What follows belongs to an exercise in optimizing a design on an open flow for small area; a production flow would make more cautious choices.
Only simulation tests tie the RTL to the original design; equivalence was not proved.
Power is estimated from default activity; no workload was simulated. The flow treats the clock pin as an ideal source, which a real chip does not have.

## flow/design.v (module list and top-level ports; edited modules follow where they fit)
// module top: 3269 lines
module top (
    input             clk,
    input             rst,
    input             div_ready,
    input             div_datavalid_i,
    input      [31:0] div_dividend_i,
    input      [31:0] div_divisor_i,
    output reg        div_doing_o,
    output reg        div_qrvalid_o,
    output     [31:0] div_quotient_o,
    output     [31:0] div_remainder_o
);
  // ...
==> flow/run.sh <==
#!/bin/bash
# synth_recipe.tcl (not shown) runs the flow's synth.tcl, then flattens the netlist and writes it again
# the make line also repeats each setting of config.mk as NAME=value (left out here)
make -C /OpenROAD-flow-scripts/flow DESIGN_CONFIG=/design/flow/config.mk WORK_HOME=/design/flow/orfs CLKGATE_MAP_FILE= SYNTH_SCRIPT=/design/flow/synth_recipe.tcl finish
==> flow/config.mk <==
export PLATFORM = sky130hd
export DESIGN_NAME = top
export DESIGN_NICKNAME = top
export VERILOG_FILES = /design/flow/design.v
export SDC_FILE = /design/flow/constraint.sdc
export NUM_CORES = 4
export LEC_CHECK = 0
export CAP_MARGIN = 20
export CORE_MARGIN = 2
export CORE_UTILIZATION = 40
export CTS_CLUSTER_DIAMETER = 100
export CTS_CLUSTER_SIZE = 24
export SLEW_MARGIN = 20
==> flow/constraint.sdc <==
create_clock -name core_clock -period 7.5 [get_ports {clk}]
set_input_delay 1.5000 -clock core_clock [delete_from_list [all_inputs] [get_ports {clk}]]
set_output_delay 1.5000 -clock core_clock [all_outputs]
set_load 0.01 [all_outputs]
==> results.txt, run 1 <==
sequential cells approximately 1900; Ys Warns 1; Pint 0.01596 W; Via density ~4.7; met3 routed WL 3.938 mm; maximum clock rate 142.8 MHz; initial antenna violation count 5; VDD IR-drop max ~0.2 mV; crit path time final ~7000 ps; design area 73280 um2; Hold Path Stages 0; gpl congestion between 0.8 and 0.9; status no timing/DRC/antenna violations; Worst setup EP type flip-flop; Comb group just under 0.003 W; Design Power between 0.02 and 0.025 W; switch share 24.98%; area occupied by multi-input gates ~25000 um2; worst path buffer plus inverter count 7; worst-margin pin slew 935.6 ps; fraction of area in registers between 50 and 60%; Final Max Tran Viols 0; worst-path fanout max 36; top sig layer met4; GR Layer Usage met2 roughly 26%; Mapped Area between 60000 and 70000 um2; fraction of synthesized area in multiplexers between 3 and 4%; Post-synth EDFFs 0; H-tree Lvls 3; Die W a little over 400 um; commonest cells in the netlist 1929 x dfxtp_1, 485 x ha_1, 477 x inv_1; vias in the first global route between 30000 and 40000
==> inputs of run 2 (changes only) <==
--- a/flow/config.mk
+++ b/flow/config.mk
@@ -7,7 +7,7 @@
 export LEC_CHECK = 0
 export CAP_MARGIN = 20
 export CORE_MARGIN = 2
-export CORE_UTILIZATION = 40
+export CORE_UTILIZATION = 60
 export CTS_CLUSTER_DIAMETER = 100
 export CTS_CLUSTER_SIZE = 24
 export SLEW_MARGIN = 20
==> results.txt, run 2 <==
status no timing/DRC/antenna violations; setup slack after layout ~580 ps; root buf cell clkbuf_16; Post-Place Worst Slack -136.2 ps; post-synthesis compound-gate area fraction just over 10%; leak pwr around 32 nW; adder-cell share of the synthesized area about an eighth; initial antenna violation count 2 (-3); Startpoint Class flip-flop; row count approximately 120; nets approximately 6600; fraction of synthesized area in multiplexers 3.503% (unchanged); Setup TNS 0 ps; Core Util, Final between 60% and 70%; gpl congestion 0.9276 (+7.2%); commonest cells after routing, fill and taps aside 1928 x dfxtp_1, 485 x ha_1, 477 x inv_1, 386 x nor2_1, 371 x a21oi_1; nets in the synthesized netlist between 6000 and 7000; maximum clock rate 144.5 MHz (+1.2%); Async SR Flop Fraction 0%; CTS tree yes; most common cell in the netlist dfxtp_1; slowest CP cell o32a_1; most common library cell in the layout ignoring fill and taps dfxtp_1; initial core utilization between 60% and 70%; Die ar. about 110000 um2; CTS max path bufs 3; gr ovfl total 0; RSZ-0062 raised after global routing false; final setup vio count 0; PD cells slightly below 300 nW/um2; R2R Path Start a_s9[9]$_DFF_P_; Worst-Skew Late Latency approximately 700 ps; FF+latch count, synth ~1900; Fin. Hold Viols 0; setup bufs post-CTS 0; clock sinks a little under 2000; Worst setup EP type flip-flop; die height 336.2 um; commonest cells in the netlist 1929 x dfxtp_1, 485 x ha_1, 477 x inv_1; vias in the first global route 37760 (-1.4%); Via density 5.153 (+9.9%); Final Max Tran Viols 0 (unchanged); Inserted Clock Buffers between 90 and 100; smallest hold slack 317.2 ps; worst hold path class reg2reg; Reg-to-Reg End r_s10[9]$_DFF_P_; IO Port Bufs approximately 130; critical path arrival 7540 ps; Worst slew margin 33.85%; Max Cap Viol 0; final clock skew approximately 21 ps; Mapped Area 66220 um2 (unchanged); Ys Warns 1 (unchanged); post-synthesis cell type count 89; wirelength, routed 120.2 mm; Finished Layout Cells 7445; Hold Path Stages 0 (unchanged); largest net degree at the start of global routing 40; largest family of logic cells by synthesized area adder cells; dpl cells approximately 7300; DRT Pass-1 Iters 5; worst reg2reg setup slack roughly 580 ps; worst path buffer plus inverter count 5 (-2); worst-margin pin slew 991.2 ps (+55.67 ps); Synth top area share 58.32%; Worst EP required 8120 ps; Die W 336.2 um (-18%); # hold bufs at CTS 0; xor/xnor cell area share of the yosys netlist 3.756%; leading area contributor after synthesis dfxtp_1; WS Path Type reg2reg; worst-path fanout max 30 (-17%); core area 109200 um2; ys flop type dfxtp_1; Worst Hold End q_s13[12]$_DFF_P_; drt drc 0; routed length per instance 16.15 um; Cells after Synth 5751; hold_sp q_s12[10]$_DFF_P_; Post-synth EDFFs 0 (unchanged); clk slew on worst S/H paths ~90 ps; Syn Area/Cell approximately 12 um2; crit path time final 6919 ps (-85.12 ps); Iter 0 DRT Violations around 1800; sequential-to-total area share from yosys stat between 50% and 60%; # IOs between 100 and 150; Final ANT Viol Nets 0; dpl hpwl about 93 mm; Global Route Usage Sum between 20% and 30%; area grow syn2layout 8.946%; simple-gate share of the synthesized area about 7.6%; CP top delay family compound AO/OA/AOI/OAI gates; layout cell share with drive strength beyond 1 just under 5%; Synth area leaders dfxtp_1 58%, ha_1 9.2%, fa_1 4.0%, a21oi_1 2.8%, mux2i_1 2.8%; Max stage delay on crit path around 450 ps; first-pass GRT wire length just under 200 mm; Via Count roughly 38000; final worst-path cycle share between 90% and 100%; H-tree Lvls 3 (unchanged); R2R depth 26; VDD IR-drop max 0.2694 mV (+35%)
run 2: changes by cell type in the layout (fill, tap and decap cells not counted), moves of 2 or more:
cell,previous run,this run
clkbuf_1,2,0
clkinv_16,8,4
a31oi_1,32,34
clkinv_8,1,3
buf_12,6,2
diode_2,0,3
clkbuf_8,1,3
buf_4,75,73
a31oi_2,2,0
run 2: worst register-to-register path, delay by kind of cell (launching register included):
family / cells / cell delay, ps
adder cells (fa/ha/maj): 3 / 920
AO/OA/AOI/OAI: 16 / 4310
AND/OR/NAND/NOR: 1 / 130
flip-flops: 1 / 350
multiplexers: 1 / 210
buffers and inverters: 5 / 940
run 2: through the flow:
stage	instance area, um2	total power [W]
CTS	72110	0.02139
detailed placement	69570	0.01611
global route	72140	0.02230
finish	72150	0.02114
global placement	69570	0.01599
floorplan	66220	0.01513
run 2: worst max-delay path by stage:
stage,start,to,slack [ps],depth (start not counted)
floorplan,div_divisor_i[4],r_s0[1]$_DFF_P_,1100,22
CTS,b_s9[0]$_DFF_P_,r_s10[4]$_DFF_P_,230,22
global route,a_s6[15]$_DFF_P_,r_s7[1]$_DFF_P_,7,27
detailed placement,div_divisor_i[19],r_s0[3]$_DFF_P_,-140,23
finish,a_s9[9]$_DFF_P_,r_s10[9]$_DFF_P_,580,26
global placement,div_divisor_i[19],r_s0[1]$_DFF_P_,-100,23
run 2: logic make-up (layout without fill, tap and decap cells):
kind of cell | after synthesis | after routing
AO/OA/AOI/OAI | 1066 | 1066
XOR/XNOR | 284 | 284
adder cells (fa/ha/maj) | 618 | 618
buffers and inverters | 580 | 795
flip-flops | 1929 | 1929
multiplexers | 226 | 226
other | 0 | 3
AND/OR/NAND/NOR | 1048 | 1048
run 2: power by group:
group          switching, W  internal [W]  total [W]
registers          0.000642        0.0123     0.0130
clock network       0.00300       0.00227    0.00527
logic               0.00159       0.00133    0.00292
total               0.00523        0.0159     0.0211
run 2: repair_timing:
item / CTS / global route
setup endpoints to repair: 0 / 56
endpoints found under the hold margin: 0 / 0
resized for setup: 0 / 8
run 2: cell type report:
type | count | area (um2)
antenna | 3 | 7.507
clock buffer | 95 | 2344
clock inverter | 9 | 192.7
fill | 8495 | 37010
inverter | 483 | 1813
multi-input combinational | 3242 | 25410
sequential | 1929 | 38620
tap | 1476 | 1847
timing repair buffer | 208 | 1914
run 2: layer usage:
metal	part of all wire [%]	vias to the layer above	track usage, %	routed length, um
met3	4.5	175	3.529	5374
met1	45	17840	27.73	54510
met2	48	588	37.11	57210
met5	0	-	0	0
met4	2.6	0	6.249	3128
li1	-	19760	-	-
==> inputs of run 3 (changes only) <==
==> flow/flow/run.sh (new file) <==
#!/bin/bash
# The standard layout (standard.sh, which runs the standard synthesis and ORFS
# unchanged) with two placement/CTS options set through ORFS's own variables:
#  - every input and output port still gets its own buffer, but a buf_1 rather
#    than the larger default cell (the resizer may still upsize it);
#  - clock tree synthesis adds no dummy loads.
# make's full output goes to standard_flow.log; ORFS keeps each step's log
# under orfs/logs.
set -euo pipefail
export BUFFER_PORTS_ARGS="-inputs -outputs -buffer_cell sky130_fd_sc_hd__buf_1"
export CTS_ARGS="-sink_clustering_enable -repair_clock_nets -dont_use_dummy_load -sink_clustering_size 24 -sink_clustering_max_diameter 100"
bash standard.sh > standard_flow.log 2>&1
==> flow/standard.sh (new file) <==
#!/bin/bash
# synth_recipe.tcl (not shown) runs the flow's synth.tcl, then flattens the netlist and writes it again
# the make line also repeats each setting of config.mk as NAME=value (left out here)
make -C /OpenROAD-flow-scripts/flow DESIGN_CONFIG=/design/flow/config.mk WORK_HOME=/design/flow/orfs CLKGATE_MAP_FILE= SYNTH_SCRIPT=/design/flow/synth_recipe.tcl "${@:-finish}"
--- a/flow/config.mk
+++ b/flow/config.mk
@@ -7,7 +7,7 @@
 export LEC_CHECK = 0
 export CAP_MARGIN = 20
 export CORE_MARGIN = 2
-export CORE_UTILIZATION = 60
+export CORE_UTILIZATION = 40
 export CTS_CLUSTER_DIAMETER = 100
 export CTS_CLUSTER_SIZE = 24
 export SLEW_MARGIN = 20
removed: flow/run.sh
==> results.txt, run 3 <==
Final ANT Viol Nets 0 (unchanged); worst reg2reg setup slack 470 ps (-110 ps); Worst slew margin 34.52% (+0.67 points); Setup TNS 0 ps (unchanged); area grow syn2layout 8.465%; Die ar. 168800 um2 (+49%); Cells after Synth 5751 (unchanged); Ant. Diodes 0 (-3); smallest hold slack 242.5 ps (-74.73 ps); Mapped Area 66220 um2 (unchanged); Startpoint Class flip-flop; Via Count 38210 (-0.40%); status no timing/DRC/antenna violations; Hold Path Stages 0 (unchanged); Core Util, Final 43.63% (-22 points); setup bufs post-CTS 0 (unchanged); Worst Hold End x_s23[28]$_DFF_P_; most common library cell in the layout ignoring fill and taps dfxtp_1; most common cell in the netlist dfxtp_1; final clock skew 126.0 ps (+105.1 ps); CTS max path bufs 3 (unchanged); Synth area leaders dfxtp_1 58%, ha_1 9.2%, fa_1 4.0%, a21oi_1 2.8%, mux2i_1 2.8%; sequential-to-total area share from yosys stat 58.32% (unchanged); core area 164600 um2 (+51%); clk slew on worst S/H paths 90 ps (about the same); first-pass GRT wire length 195.1 mm (+0.39%); Max Cap Viol 0 (unchanged); post-synthesis cell type count 89 (unchanged); sw power 0.005085 W (-2.8%); PD cells 289.9 nW/um2 (-1.1%); global route hottest layer met2; Via density 4.704 (-8.7%); row count 149 (+23%); commonest cells in the netlist 1929 x dfxtp_1, 485 x ha_1, 477 x inv_1; Synth top area share 58.32% (unchanged); power share of the clock group 24.4% (-0.5 points); GR Layer Usage met2 25.17% (-12 points); worst-margin pin slew 979.1 ps (-12.14 ps); hold_sp x_s22[28]$_DFF_P_; clock sinks 1929 (unchanged); design area 71830 um2 (-0.44%); Inserted Clock Buffers 91 (unchanged); worst hold path class reg2reg; maximum clock rate 142.3 MHz (-1.5%); commonest cells after routing, fill and taps aside 1928 x dfxtp_1, 485 x ha_1, 477 x inv_1, 387 x nor2_1, 371 x a21oi_1; Ys Warns 1 (unchanged); final setup vio count 0 (unchanged); Global Route Usage Sum 14.17% (-7.3 points); Post-synth EDFFs 0 (unchanged); leading area contributor after synthesis dfxtp_1; Pint 0.01574 W (-1.1%); WS Path Type reg2reg; Worst setup EP type flip-flop; setup slack after layout 472.8 ps (-108.2 ps); Cell Area, Placed 69510 um2 (about the same); Fin. Hold Viols 0 (unchanged); leak pwr 31.24 nW (-1.6%); Reg-to-Reg End x_s14[24]$_DFF_P_; Seq pwr share 62.0% (+0.7 points); R2R depth 21 (-19%); Async SR Flop Fraction 0% (unchanged); switch share 24.42% (-0.32 points); GRT met1 Usage 17.52% (-10 points); dpl hpwl 93.04 mm (-0.47%); R2R Path Start b_s13[1]$_DFF_P_; layout cell share with drive strength beyond 1 4.349% (-0.60 points); RSZ-0062 raised after global routing false; Post-Place Worst Slack 28.13 ps (+164.3 ps); Gate power share 13.6% (-0.2 points); # IOs 134 (unchanged); routed length per instance 14.62 um (-9.5%); H-tree Lvls 3 (unchanged); DRT Pass-1 Iters 6 (+1); crit path time final 7027 ps (+108.2 ps); ys flop type dfxtp_1; VDD IR-drop max 0.2577 mV (-4.3%); Syn Area/Cell 11.51 um2 (unchanged); largest net degree at the start of global routing 40 (unchanged); nets in the synthesized netlist 6437 (unchanged); vias in the first global route 38070 (+0.83%); IO Port Bufs 133 (unchanged); worst-path fanout max 19 (-37%); Die W 410.9 um (+22%); nets 6621 (-0.30%); gpl congestion 0.8519 (-8.2%); drt drc 0 (unchanged); gr ovfl total 0 (unchanged); FF+latch count, synth 1929 (unchanged); # hold bufs at CTS 0 (unchanged); Worst-Skew Late Latency 770 ps (+70 ps); met3 Usage GRT 2.129% (-1.4 points); initial core utilization 40.23% (-20 points); Iter 0 DRT Violations 1637 (-11%); root buf cell clkbuf_16; die height 410.9 um (+22%); wirelength, routed 118.8 mm (-1.2%); initial antenna violation count 3 (+1); Final Max Tran Viols 0 (unchanged); final worst-path cycle share 93.70% (+1.4 points); CTS tree yes; Worst EP required 8060 ps (-60 ps); critical path arrival 7590 ps (+50 ps)
==> run 3: cell counts after synthesis <==
No cell type changed its count.
==> run 3: cells by family (layout without fill, tap and decap cells) <==
kind of cell    Yosys count  in the layout  synth area share (%)
fa+ha+maj               618            618                 13.18
compound gates         1066           1066                 10.21
xor+xnor                284            284                 3.756
flops                  1929           1929                 58.32
mux                     226            226                 3.503
buf+inv                 580            762                 3.435
simple gates           1048           1048                 7.596
==> run 3: how the worst max path moves through the flow <==
stage	from	endpoint
finish	b_s13[1]$_DFF_P_	x_s14[24]$_DFF_P_
global route	a_s11[5]$_DFF_P_	r_s12[19]$_DFF_P_
CTS	b_s9[0]$_DFF_P_	r_s10[16]$_DFF_P_
detailed placement	div_divisor_i[27]	r_s0[1]$_DFF_P_
global placement	div_divisor_i[27]	r_s0[1]$_DFF_P_
floorplan	div_divisor_i[4]	r_s0[1]$_DFF_P_
==> run 3: area by class of cell <==
cell class	instances	area [um2]
clock buffer	91	2277
fill	15250	92790
inverter	483	1813
multi-input combinational	3242	25410
sequential	1929	38620
tap	2189	2739
timing repair buffer	188	967.2
==> run 3: what timing repair did <==
item                       in CTS  in global routing
hold endpoints to repair        0                  0
resized for setup               0                  6
setup endpoints to repair       0                 38
==> run 3: through the flow <==
step,cells,power [W]
detailed placement,8030,0.01602
floorplan,5751,0.01513
CTS,8121,0.02114
global route,8122,0.02204
finish,8122,0.02083
global placement,8030,0.01590
==> run 3: worst max-delay path: stages (launching register included) <==
cell,delay (ps)
dfxtp_1,380
inv_1,110
fa_1,510
nor2b_1,200
o31a_1,210
o41ai_4,100
o2111ai_2,390
a211oi_4,170
o32ai_2,440
a31o_2,630
mux2i_1,630
ha_1,210
o21a_1,110
o31ai_1,110
a211oi_1,450
a221o_1,280
a21oi_2,110
o31a_2,400
nor3_4,310
o211a_1,540
nor3_1,130
or3_1,360
==> run 3: power by group through the flow <==
stage                     clock [W]  sequential, W  combinational [W]
after detailed placement          0         0.0132            0.00281
after CTS                   0.00534         0.0130            0.00284
after global placement            0         0.0131            0.00275
after global routing        0.00569         0.0131            0.00322
final                       0.00508         0.0129            0.00283
after floorplan                   0         0.0129            0.00225
==> run 3: per-layer routing <==
layer	vias to the layer above	wire length (um)
met5	-	13
met4	2	3369
met3	185	3899
met2	521	57430
met1	17820	54040
li1	19680	-
==> inputs of run 4 (changes only) <==
--- a/flow/config.mk
+++ b/flow/config.mk
@@ -7,7 +7,7 @@
 export LEC_CHECK = 0
 export CAP_MARGIN = 20
 export CORE_MARGIN = 2
-export CORE_UTILIZATION = 40
+export CORE_UTILIZATION = 60
 export CTS_CLUSTER_DIAMETER = 100
 export CTS_CLUSTER_SIZE = 24
 export SLEW_MARGIN = 20
==> results.txt, run 4 <==
status no timing/DRC/antenna violations; Synth top area share 58.32% (unchanged); Worst slew margin 21.56% (-13 points); Seq pwr share 61.9% (about the same); clock sinks 1929 (unchanged); IO Port Bufs 133 (unchanged); DRT Pass-1 Iters 5 (-1); ys flop type dfxtp_1; initial antenna violation count 1 (-2); final worst-path cycle share 94.60% (+0.90 points); Iter 0 DRT Violations 1756 (+7.3%); root buf cell clkbuf_16; Inserted Clock Buffers 92 (+1.1%); WS Path Type reg2reg; Via Count 38290 (+0.23%); gpl congestion 0.9236 (+8.4%); final clock skew 46.79 ps (-79.22 ps); setup slack after layout 405.4 ps (-67.41 ps); core area 109200 um2 (-34%); row count 121 (-19%); CTS tree yes; nets in the synthesized netlist 6437 (unchanged); Worst setup EP type flip-flop; CTS max path bufs 3 (unchanged); commonest cells after routing, fill and taps aside 1928 x dfxtp_1, 485 x ha_1, 477 x inv_1, 386 x nor2_1, 371 x a21oi_1; drt drc 0 (unchanged); Gate power share 13.9% (+0.3 points); Post-synth EDFFs 0 (unchanged); Ant. Diodes 0 (unchanged); # IOs 134 (unchanged); RSZ-0062 raised after global routing false; clk slew on worst S/H paths 90 ps (about the same); sequential-to-total area share from yosys stat 58.32% (unchanged); most common cell in the netlist dfxtp_1; Die W 336.2 um (-18%); routed length per instance 16.14 um (+10%); Setup TNS 0 ps (unchanged); switch share 24.45% (+0.035 points); crit path time final 7095 ps (+67.41 ps); final setup vio count 0 (unchanged); Global Route Usage Sum 21.38% (+7.2 points); VDD IR-drop max 0.2374 mV (-7.9%); most common library cell in the layout ignoring fill and taps dfxtp_1; power share of the clock group 24.3% (about the same); nets 6640 (+0.29%); leading area contributor after synthesis dfxtp_1; Post-Place Worst Slack 178.6 ps (+150.5 ps); Worst-Skew Late Latency 680 ps (-90 ps); post-synthesis cell type count 89 (unchanged); worst-margin pin slew 1169 ps (+189.7 ps); maximum clock rate 141.0 MHz (-0.95%); Mapped Area 66220 um2 (unchanged); layout cell share with drive strength beyond 1 4.671% (+0.32 points); Pint 0.01581 W (+0.44%); commonest cells in the netlist 1929 x dfxtp_1, 485 x ha_1, 477 x inv_1; area grow syn2layout 7.329%; Worst EP required 8070 ps (about the same); Max Cap Viol 0 (unchanged); sw power 0.005117 W (+0.63%); Die ar. 113000 um2 (-33%); critical path arrival 7670 ps (+80 ps); worst hold path class reg2reg; top sig layer met4; first-pass GRT wire length 193.2 mm (-0.96%); met3 routed WL 4.958 mm (+27%); leak pwr 31.33 nW (+0.26%); metal2 WL 57.14 mm (-0.50%); Fin. Hold Viols 0 (unchanged); initial core utilization 60.67% (+20 points); Final Max Tran Viols 0 (unchanged); M1 wire length 54.84 mm (+1.5%); Async SR Flop Fraction 0% (unchanged); worst-path fanout max 28 (+9); die height 336.2 um (-18%); FF+latch count, synth 1929 (unchanged); H-tree Lvls 3 (unchanged); Ys Warns 1 (unchanged); dpl hpwl 93.53 mm (+0.53%); largest net degree at the start of global routing 40 (unchanged); PD cells 294.4 nW/um2 (+1.5%); # fillers 8558 (-44%); vias in the first global route 37250 (-2.2%); # hold bufs at CTS 0 (unchanged); Synth area leaders dfxtp_1 58%, ha_1 9.2%, fa_1 4.0%, a21oi_1 2.8%, mux2i_1 2.8%; Final ANT Viol Nets 0 (unchanged); Syn Area/Cell 11.51 um2 (unchanged); gr ovfl total 0 (unchanged); Cells after Synth 5751 (unchanged); Via density 5.155 (+9.6%); Startpoint Class flip-flop; wirelength, routed 119.9 mm (+0.98%)
==> run 4: cell counts after synthesis <==
Identical to the previous run, type by type.
==> run 4: power by group through the flow <==
stage          combinational, W  sequential [W]  clock (W)
6_report                0.00290          0.0129    0.00508
5_1_grt                 0.00328          0.0132    0.00562
4_1_cts                 0.00289          0.0130    0.00526
3_5_place_dp            0.00287          0.0132          0
3_3_place_gp            0.00282          0.0132          0
2_1_floorplan           0.00225          0.0129          0
==> run 4: final timing paths <==
| kind | to | startpoint | slack, ps | depth (start not counted) |
|---|---|---|---|---|
| setup / recovery | r_s9[0]$_DFF_P_ | b_s8[0]$_DFF_P_ | 410 | 21 |
| hold / removal | a_s4[14]$_DFF_P_ | a_s3[14]$_DFF_P_ | 280 | 0 |
| setup reg to reg | r_s9[0]$_DFF_P_ | b_s8[0]$_DFF_P_ | 410 | 21 |
| hold reg to reg | a_s4[14]$_DFF_P_ | a_s3[14]$_DFF_P_ | 280 | 0 |
==> run 4: critical path, cell delays in order, from the launching register on <==
cell and delay, ps:
dfxtp_1 400, ha_1 230, fa_1 420, a211o_1 330, a2111oi_4 410, o311a_1 280
nor2_1 90, a221o_1 390, and4_4 220, o41a_2 680, a21oi_1 400, fa_1 300
a211oi_1 100, o21a_1 230, nor3_1 360, o31ai_1 170, a21boi_0 560, a31oi_1 280
o21ai_1 500, nand2_1 90, buf_4 270, a21oi_1 260
==> run 4: layer usage <==
layer / vias up / GRT usage, %
li1: 19760 / -
met1: 17780 / 27.85
met2: 579 / 37.13
met3: 173 / 3.304
met4: 0 / 5.505
met5: - / 0
==> run 4: timing repair <==
item / 4_1_cts / 5_1_grt
gates resized for setup: 0 / 6
endpoints found under the setup margin: 0 / 55
setup buffers: 0 / 0
endpoints found under the hold margin: 0 / 0
==> run 4: final cells by class <==
cell class                 count  area (um2)  area share [%]
clock buffer                  92        2302           3.239
inverter                     483        1813           2.551
multi-input combinational   3242       25400           35.73
sequential                  1929       38620           54.34
tap                         1476        1847           2.598
timing repair buffer         206        1097           1.544
==> run 4: through the flow <==
step                hold slack [ps]  utilization (%)  instance area, um2  power, W  std cells
finish                        283.5            65.11               71070   0.02093       7428
global route                  267.1            65.11               71070   0.02206       7428
CTS                           271.4            65.09               71050   0.02115       7428
detailed placement            312.1            62.98               68750   0.01609       7336
global placement              309.5            62.98               68750   0.01599       7336
floorplan                     309.6                -               66220   0.01513       5751
==> run 4: kinds of logic after synthesis <==
group                      share of synthesized area [%]
muxes                                              3.503
and+or+nand+nor                                    7.596
adders and majority gates                          13.18
AOI/OAI and AO/OA                                  10.21
DFF                                                58.32
xor gates and xnor gates                           3.756
buffers and inverters                              3.435
==> inputs of run 5 (changes only) <==
==> flow/flow/run.sh (replaced) <==
#!/bin/bash
# The standard layout (standard.sh, which runs the standard synthesis and ORFS
# unchanged) with two placement/CTS options set through ORFS's own variables:
#  - every input and output port still gets its own buffer, but a buf_1 rather
#    than the larger default cell (the resizer may still upsize it);
#  - clock tree synthesis adds no dummy loads;
#  - after global routing, gates with positive slack are downsized (RECOVER_POWER).
# make's full output goes to standard_flow.log; ORFS keeps each step's log
# under orfs/logs.
set -euo pipefail
export BUFFER_PORTS_ARGS="-inputs -outputs -buffer_cell sky130_fd_sc_hd__buf_1"
export RECOVER_POWER=100
export CTS_ARGS="-sink_clustering_enable -repair_clock_nets -dont_use_dummy_load -sink_clustering_size 24 -sink_clustering_max_diameter 100"
bash standard.sh > standard_flow.log 2>&1
==> results.txt, run 5 <==
final worst-path cycle share 95.89% (+1.3 points); Die ar. 113000 um2 (unchanged); clk slew on worst S/H paths 90 ps (about the same); status failed layout checks; commonest cells after routing, fill and taps aside 1928 x dfxtp_1, 485 x ha_1, 477 x inv_1, 387 x nor2_1, 371 x a21oi_1; # fillers 8580 (+0.26%); most common library cell in the layout ignoring fill and taps dfxtp_1; final clock skew 51.71 ps (+4.922 ps); Syn Area/Cell 11.51 um2 (unchanged); IO Port Bufs 133 (unchanged); ys flop type dfxtp_1; Reg-to-Reg End x_s14[19]$_DFF_P_; Synth area leaders dfxtp_1 58%, ha_1 9.2%, fa_1 4.0%, a21oi_1 2.8%, mux2i_1 2.8%; dpl hpwl 93.53 mm (unchanged); critical path arrival 7750 ps (+80 ps); drt drc 0 (unchanged); M1 wire length 54.70 mm (-0.26%); VDD IR-drop max 0.2377 mV (+0.14%); root buf cell clkbuf_16; slowest CP cell a31o_1; first-pass GRT wire length 193.2 mm (unchanged); worst reg2reg setup slack 310 ps (-100 ps); Post-synth EDFFs 0 (unchanged); Startpoint Class flip-flop; Ys Warns 1 (unchanged); metal2 WL 57.08 mm (-0.11%); die height 336.2 um (unchanged); Finished Layout Cells 7429 (+0.013%); wirelength, routed 119.9 mm (about the same); gpl congestion 0.9236 (unchanged); Worst setup EP type flip-flop; hold_sp lm_s14[0]$_SDFF_PP1_; routed length per instance 16.14 um (about the same); Final ANT Viol Nets 0 (unchanged); H-tree Lvls 3 (unchanged); # IOs 134 (unchanged); row count 121 (unchanged); worst-margin pin slew 2616 ps (+1447 ps); final setup vio count 0 (unchanged); CTS max path bufs 3 (unchanged); Layout Check Failures capacitance limit, slew limit; Cells after Synth 5751 (unchanged); core area 109200 um2 (unchanged); Iter 0 DRT Violations 1774 (+1.0%); Max Cap Viol 3 (+3); Async SR Flop Fraction 0% (unchanged); initial antenna violation count 2 (+1); largest net degree at the start of global routing 40 (unchanged); smallest hold slack 281.7 ps (-1.803 ps); Via density 5.157 (about the same); Worst slew margin -74.41% (-96 points); top sig layer met4; FF+latch count, synth 1929 (unchanged); DRT Pass-1 Iters 5 (unchanged); register area 38620 um2 (unchanged); Die W 336.2 um (unchanged); Fin. Hold Viols 0 (unchanged); initial core utilization 60.67% (unchanged); Worst-Skew Late Latency 680 ps (about the same); R2R depth 25 (+19%); nets 6640 (unchanged); most common cell in the netlist dfxtp_1; crit path time final 7192 ps (+97.38 ps); worst path buffer plus inverter count 4 (+3); met3 routed WL 4.920 mm (-0.77%); Critical Path Stages 25 (+19%); WS Path Type reg2reg; maximum clock rate 139.0 MHz (-1.4%); Synth top area share 58.32% (unchanged); Setup TNS 0 ps (unchanged); leak pwr 31.24 nW (-0.27%); Via Count 38310 (+0.055%); worst-path fanout max 19 (-32%); clock sinks 1929 (unchanged); Inserted Clock Buffers 92 (unchanged); crit path to x_s14[19]$_DFF_P_; RSZ-0062 raised after global routing false; leading area contributor after synthesis dfxtp_1; Max stage delay on crit path 750 ps (+70 ps); worst hold path class reg2reg; commonest cells in the netlist 1929 x dfxtp_1, 485 x ha_1, 477 x inv_1; vias in the first global route 37250 (unchanged); gr ovfl total 0 (unchanged); area grow syn2layout 7.180%; Final Max Tran Viols 57 (+57); layout cell share with drive strength beyond 1 4.284% (-0.39 points); sequential-to-total area share from yosys stat 58.32% (unchanged); R2R Path Start a_s13[1]$_DFF_P_; CP top delay family compound AO/OA/AOI/OAI gates; Global Route Usage Sum 21.38% (unchanged); Worst EP required 8060 ps (about the same); start point of the critical path a_s13[1]$_DFF_P_; nets in the synthesized netlist 6437 (unchanged); Mapped Area 66220 um2 (unchanged); area occupied by multi-input gates 25360 um2 (-0.13%); dpl cells 7336 (unchanged); post-synthesis cell type count 89 (unchanged); PD cells 294.5 nW/um2 (about the same); setup bufs post-CTS 0 (unchanged); CTS tree yes
[run 5: cell counts after synthesis]
No cell type changed its count.
[run 5: final cells by class]
cell class | instances | area share (%)
diodes | 1 | 0.003526
clock buffers | 92 | 3.244
inverters | 483 | 2.554
multi-input cells | 3242 | 35.73
flip-flops and latches | 1929 | 54.41
well taps | 1476 | 2.602
repair buffers | 206 | 1.451
[run 5: per-layer routing]
metal | vias to the layer above | track usage (%)
met5 | - | 0
met4 | 0 | 5.505
met3 | 169 | 3.304
met2 | 567 | 37.13
met1 | 17810 | 27.85
li1 | 19770 | -
[run 5: stage by stage]
step           setup slack (ps)  cell area (um2)  util [%]  total power [W]
2_1_floorplan              1103            66220         -          0.01513
3_3_place_gp              345.2            68750     62.98          0.01599
3_5_place_dp              178.6            68750     62.98          0.01609
4_1_cts                   327.4            71050     65.09          0.02115
5_1_grt                   5.135            70970     65.02          0.02204
6_report                  308.0            70980     65.02          0.02091
[run 5: kinds of logic (layout without fill, tap and decap cells)]
group                    after synthesis  in the layout  synth area share [%]
buffers and inverters                580            781                 3.435
other                                  0              1                     0
XOR/XNOR                             284            284                 3.756
flip-flops                          1929           1929                 58.32
AO/OA/AOI/OAI                       1066           1066                 10.21
adder cells (fa/ha/maj)              618            618                 13.18
AND/OR/NAND/NOR                     1048           1048                 7.596
multiplexers                         226            226                 3.503
[run 5: how the worst min path moves through the flow]
| stage | end | slack (ps) | cells past startpoint |
|---|---|---|---|
| final | lm_s15[0]$_DFF_P_ | 280 | 0 |
| after global routing | lm_s15[0]$_DFF_P_ | 270 | 0 |
| after floorplan | a_s10[0]$_DFF_P_ | 310 | 0 |
| after global placement | x_s28[28]$_DFF_P_ | 310 | 0 |
| after CTS | lm_s15[0]$_DFF_P_ | 270 | 0 |
| after detailed placement | a_s3[15]$_DFF_P_ | 310 | 0 |
[run 5: what timing repair did]
| item | CTS | global route |
|---|---|---|
| resized for setup | 0 | 6 |
| setup endpoints to repair | 0 | 55 |
| hold buffers | 0 | 0 |
[run 5: worst register-to-register path, delay by kind of cell, from the launching register on]
kind,cells,cell delay (ps)
multiplexers,1,520
AND/OR/NAND/NOR,4,780
flip-flops,1,300
AO/OA/AOI/OAI,13,4040
buffers and inverters,4,520
adder cells (fa/ha/maj),3,930
[run 5: where the power goes]
group          internal [W]  switching (W)
Combinational       0.00130        0.00158
Clock               0.00219        0.00289
Sequential           0.0123       0.000637
Total                0.0158        0.00511
==> inputs of run 6 (changes only) <==
==> flow/flow/run.sh (replaced) <==
#!/bin/bash
# The standard layout (standard.sh, which runs the standard synthesis and ORFS
# unchanged) with two placement/CTS options set through ORFS's own variables:
#  - every input and output port still gets its own buffer, but a buf_1 rather
#    than the larger default cell (the resizer may still upsize it);
#  - clock tree synthesis adds no dummy loads.
# make's full output goes to standard_flow.log; ORFS keeps each step's log
# under orfs/logs.
set -euo pipefail
export BUFFER_PORTS_ARGS="-inputs -outputs -buffer_cell sky130_fd_sc_hd__buf_1"
export CTS_ARGS="-sink_clustering_enable -repair_clock_nets -dont_use_dummy_load -sink_clustering_size 30 -sink_clustering_max_diameter 110"
bash standard.sh > standard_flow.log 2>&1
--- a/flow/config.mk
+++ b/flow/config.mk
@@ -8,6 +8,6 @@
 export CAP_MARGIN = 20
 export CORE_MARGIN = 2
 export CORE_UTILIZATION = 60
-export CTS_CLUSTER_DIAMETER = 100
-export CTS_CLUSTER_SIZE = 24
+export CTS_CLUSTER_DIAMETER = 110
+export CTS_CLUSTER_SIZE = 30
 export SLEW_MARGIN = 20
==> results.txt, run 6 <==
RSZ-0062 raised after global routing false; die height 336.2 um (unchanged); final setup vio count 0 (unchanged); switch share 24.59% (+0.16 points); Post-synth EDFFs 0 (unchanged); post_cts resized 0 (unchanged); Final Max Tran Viols 0 (-100%); H-tree Lvls 3 (unchanged); Reg-to-Reg End r_s9[0]$_DFF_P_; Max stage delay on crit path 680 ps (-70 ps); vias in the first global route 37020 (-0.60%); Async SR Flop Fraction 0% (unchanged); # IOs 134 (unchanged); worst-margin pin slew 1184 ps (-1432 ps); root buf cell clkbuf_16; row count 121 (unchanged); most common cell in the netlist dfxtp_1; R2R depth 21 (-16%); power share of the clock group 22.5% (-1.8 points); most common library cell in the layout ignoring fill and taps dfxtp_1; commonest cells after routing, fill and taps aside 1928 x dfxtp_1, 485 x ha_1, 477 x inv_1, 386 x nor2_1, 371 x a21oi_1; # hold bufs at CTS 0 (unchanged); Worst setup EP type flip-flop; post-synthesis cell type count 89 (unchanged); design area 70620 um2 (-0.50%); Mapped Area 66220 um2 (unchanged); critical path arrival 7610 ps (-140 ps); Post-Place Worst Slack 178.6 ps (unchanged); Hold Path Stages 0 (unchanged); worst reg2reg setup slack 460 ps (+150 ps); R2R Path Start b_s8[0]$_DFF_P_; Max Cap Viol 0 (-3); maximum clock rate 142.1 MHz (+2.2%); Startpoint Class flip-flop; Ys Warns 1 (unchanged); Via Count 38270 (-0.12%); Worst slew margin 20.54% (+95 points); Synth area leaders dfxtp_1 58%, ha_1 9.2%, fa_1 4.0%, a21oi_1 2.8%, mux2i_1 2.8%; setup slack after layout 462.0 ps (+154.0 ps); Die W 336.2 um (unchanged); DRT Pass-1 Iters 5 (unchanged); nets 6622 (-0.27%); GR Layer Usage met2 36.92% (-0.21 points); leading area contributor after synthesis dfxtp_1; slowest CP cell o41a_2; GRT met1 Usage 27.78% (-0.074 points); core area 109200 um2 (unchanged); Iter 0 DRT Violations 1780 (+0.34%); routed length per instance 16.09 um (-0.31%); register area 38620 um2 (unchanged); gr ovfl total 0 (unchanged); Cell Area, Placed 68750 um2 (unchanged); initial core utilization 60.67% (unchanged); final worst-path cycle share 93.84% (-2.1 points); nets in the synthesized netlist 6437 (unchanged); wirelength, routed 119.2 mm (-0.57%); Worst Hold End a_s6[9]$_DFF_P_; CP top delay family compound AO/OA/AOI/OAI gates; Die ar. 113000 um2 (unchanged); clk slew on worst S/H paths 110 ps (+20 ps); Global Route Usage Sum 21.29% (-0.093 points); Pint 0.01541 W (-2.5%); dpl cells 7336 (unchanged); status no timing/DRC/antenna violations; # fillers 8594 (+0.16%); Synth top area share 58.32% (unchanged); initial antenna violation count 2 (unchanged); sw power 0.005023 W (-1.6%); drt drc 0 (unchanged); PD cells 289.3 nW/um2 (-1.8%); met3 Usage GRT 3.426% (+0.12 points); FF+latch count, synth 1929 (unchanged); layout cell share with drive strength beyond 1 4.382% (+0.097 points); clock sinks 1929 (unchanged); Inserted Clock Buffers 74 (-20%); area occupied by multi-input gates 25400 um2 (+0.13%); Via density 5.164 (+0.14%); Final ANT Viol Nets 0 (unchanged); final clock skew 27.22 ps (-24.49 ps); CTS max path bufs 3 (unchanged); worst path buffer plus inverter count 1 (-3); leak pwr 31.10 nW (-0.44%); Gate power share 14.2% (+0.4 points); gpl congestion 0.9236 (unchanged); dpl hpwl 93.53 mm (unchanged); setup bufs post-CTS 0 (unchanged); first-pass GRT wire length 192.4 mm (-0.41%); Setup TNS 0 ps (unchanged); Seq pwr share 63.4% (+1.5 points); sequential-to-total area share from yosys stat 58.32% (unchanged); Syn Area/Cell 11.51 um2 (unchanged); area grow syn2layout 6.649%; Finished Layout Cells 7410 (-0.26%); crit path time final 7038 ps (-154.0 ps); Worst-Skew Late Latency 660 ps (-20 ps); hold_sp a_s5[9]$_DFF_P_; VDD IR-drop max 0.2471 mV (+4.0%); Ant. Diodes 0 (-1); commonest cells in the netlist 1929 x dfxtp_1, 485 x ha_1, 477 x inv_1; critical-path cell list ha_1 -> fa_1 -> a211o_1 -> a2111oi_4 -> o311a_1 -> nor2_1 -> a221o_1 -> and4_4 -> o41a_2 -> a21oi_1 -> fa_1 -> a211oi_1 -> o21a_1 -> nor3_1 -> o31ai_1 -> a21boi_0 -> a31oi_1 -> o21ai_1 -> nand2_1 -> buf_4 -> a21oi_1; Cells after Synth 5751 (unchanged); largest net degree at the start of global routing 40 (unchanged); ys flop type dfxtp_1; CTS tree yes; worst hold path class reg2reg; Worst EP required 8070 ps (about the same); WS Path Type reg2reg; Fin. Hold Viols 0 (unchanged); worst-path fanout max 28 (+9); IO Port Bufs 133 (unchanged); global route hottest layer met2
-- run 6: cell counts after synthesis --
Identical to the previous run, type by type.
-- run 6: metrics by stage --
step | util [%] | hold slack (ps) | total power [W]
2_1_floorplan | - | 309.6 | 0.01513
3_3_place_gp | 62.98 | 309.5 | 0.01599
3_5_place_dp | 62.98 | 312.1 | 0.01609
4_1_cts | 64.68 | 305.4 | 0.02067
5_1_grt | 64.70 | 311.4 | 0.02156
6_report | 64.70 | 306.8 | 0.02043
-- run 6: area by class of cell --
type                    instances  share of cell area (%)
flip-flops and latches       1929                   54.68
multi-input cells            3242                   35.96
clock buffers                  74                   2.622
well taps                    1476                   2.615
inverters                     483                   2.567
repair buffers                206                   1.554
-- run 6: logic make-up (layout without fill, tap and decap cells) --
family                   Yosys count  after routing  share of synthesized area, %
flip-flops                      1929           1929                         58.32
AO/OA/AOI/OAI                   1066           1066                         10.21
AND/OR/NAND/NOR                 1048           1048                         7.596
adder cells (fa/ha/maj)          618            618                         13.18
buffers and inverters            580            763                         3.435
XOR/XNOR                         284            284                         3.756
multiplexers                     226            226                         3.503
-- run 6: power by group through the flow --
stage                     registers (W)  clock network, W  logic (W)
final                            0.0129           0.00459    0.00290
after global routing             0.0132           0.00512    0.00328
after CTS                        0.0130           0.00478    0.00289
after detailed placement         0.0132                 0    0.00287
after global placement           0.0132                 0    0.00282
after floorplan                  0.0129                 0    0.00225
-- run 6: metal layers --
layer | routed length (um) | vias up
li1 | - | 19720
met1 | 54610 | 17860
met2 | 56970 | 544
met3 | 4914 | 150
met4 | 2699 | 0
met5 | 0 | -
-- run 6: worst max path at each step --
stage / start / end / slack (ps) / depth (start not counted)
floorplan: div_divisor_i[4] / r_s0[1]$_DFF_P_ / 1100 / 22
global placement: div_divisor_i[19] / r_s0[2]$_DFF_P_ / 350 / 23
detailed placement: div_divisor_i[19] / r_s0[1]$_DFF_P_ / 180 / 23
CTS: a_s9[9]$_DFF_P_ / r_s10[9]$_DFF_P_ / 330 / 25
global route: a_s8[11]$_DFF_P_ / r_s9[0]$_DFF_P_ / 10 / 23
finish: b_s8[0]$_DFF_P_ / r_s9[0]$_DFF_P_ / 460 / 21

## static timing again, ports no longer ideal
In the flow no input, the clock included, has a driving cell. The finished layouts below were timed again as built, in two steps. Step 1, drivers: a clkbuf_16 drives clk and a buf_2 each remaining input, both assumed. Step 2, shift: input delay + t, output delay - t, t = (earliest + latest rising clock arrival at the registers) / 2. This alone moves slack from input paths to output paths. a / b / c = ideal ports / drivers / drivers and shift; a / b = the first two.
| run | shift t [ns] | setup slack, ns | hold slack, ns | clock arrival spread, ns | slew at the worst register clock pin (ns) |
|---|---|---|---|---|---|
| run 1 | 0.811 | 0.496 / 0.496 / 0.139 | 0.285 / 0.285 / 0.285 | 0.081 / 0.081 | 0.10 / 0.10 |
| run 2 | 0.762 | 0.581 / 0.581 / 0.186 | 0.317 / 0.317 / 0.317 | 0.024 / 0.024 | 0.10 / 0.10 |
| run 3 | 0.776 | 0.473 / 0.473 / 0.224 | 0.242 / 0.242 / 0.242 | 0.133 / 0.133 | 0.10 / 0.10 |
| run 4 | 0.718 | 0.405 / 0.405 / 0.405 | 0.284 / 0.284 / 0.284 | 0.059 / 0.059 | 0.10 / 0.10 |
| run 5 | 0.718 | 0.308 / 0.308 / 0.259 | 0.282 / 0.282 / 0.282 | 0.058 / 0.058 | 0.10 / 0.10 |
| run 6 | 0.719 | 0.462 / 0.462 / 0.462 | 0.307 / 0.307 / 0.307 | 0.031 / 0.032 | 0.11 / 0.11 |
For run 2, which loses most, drivers alone change the setup slack by 0.000 ns; drivers and shift together by -0.395 ns.
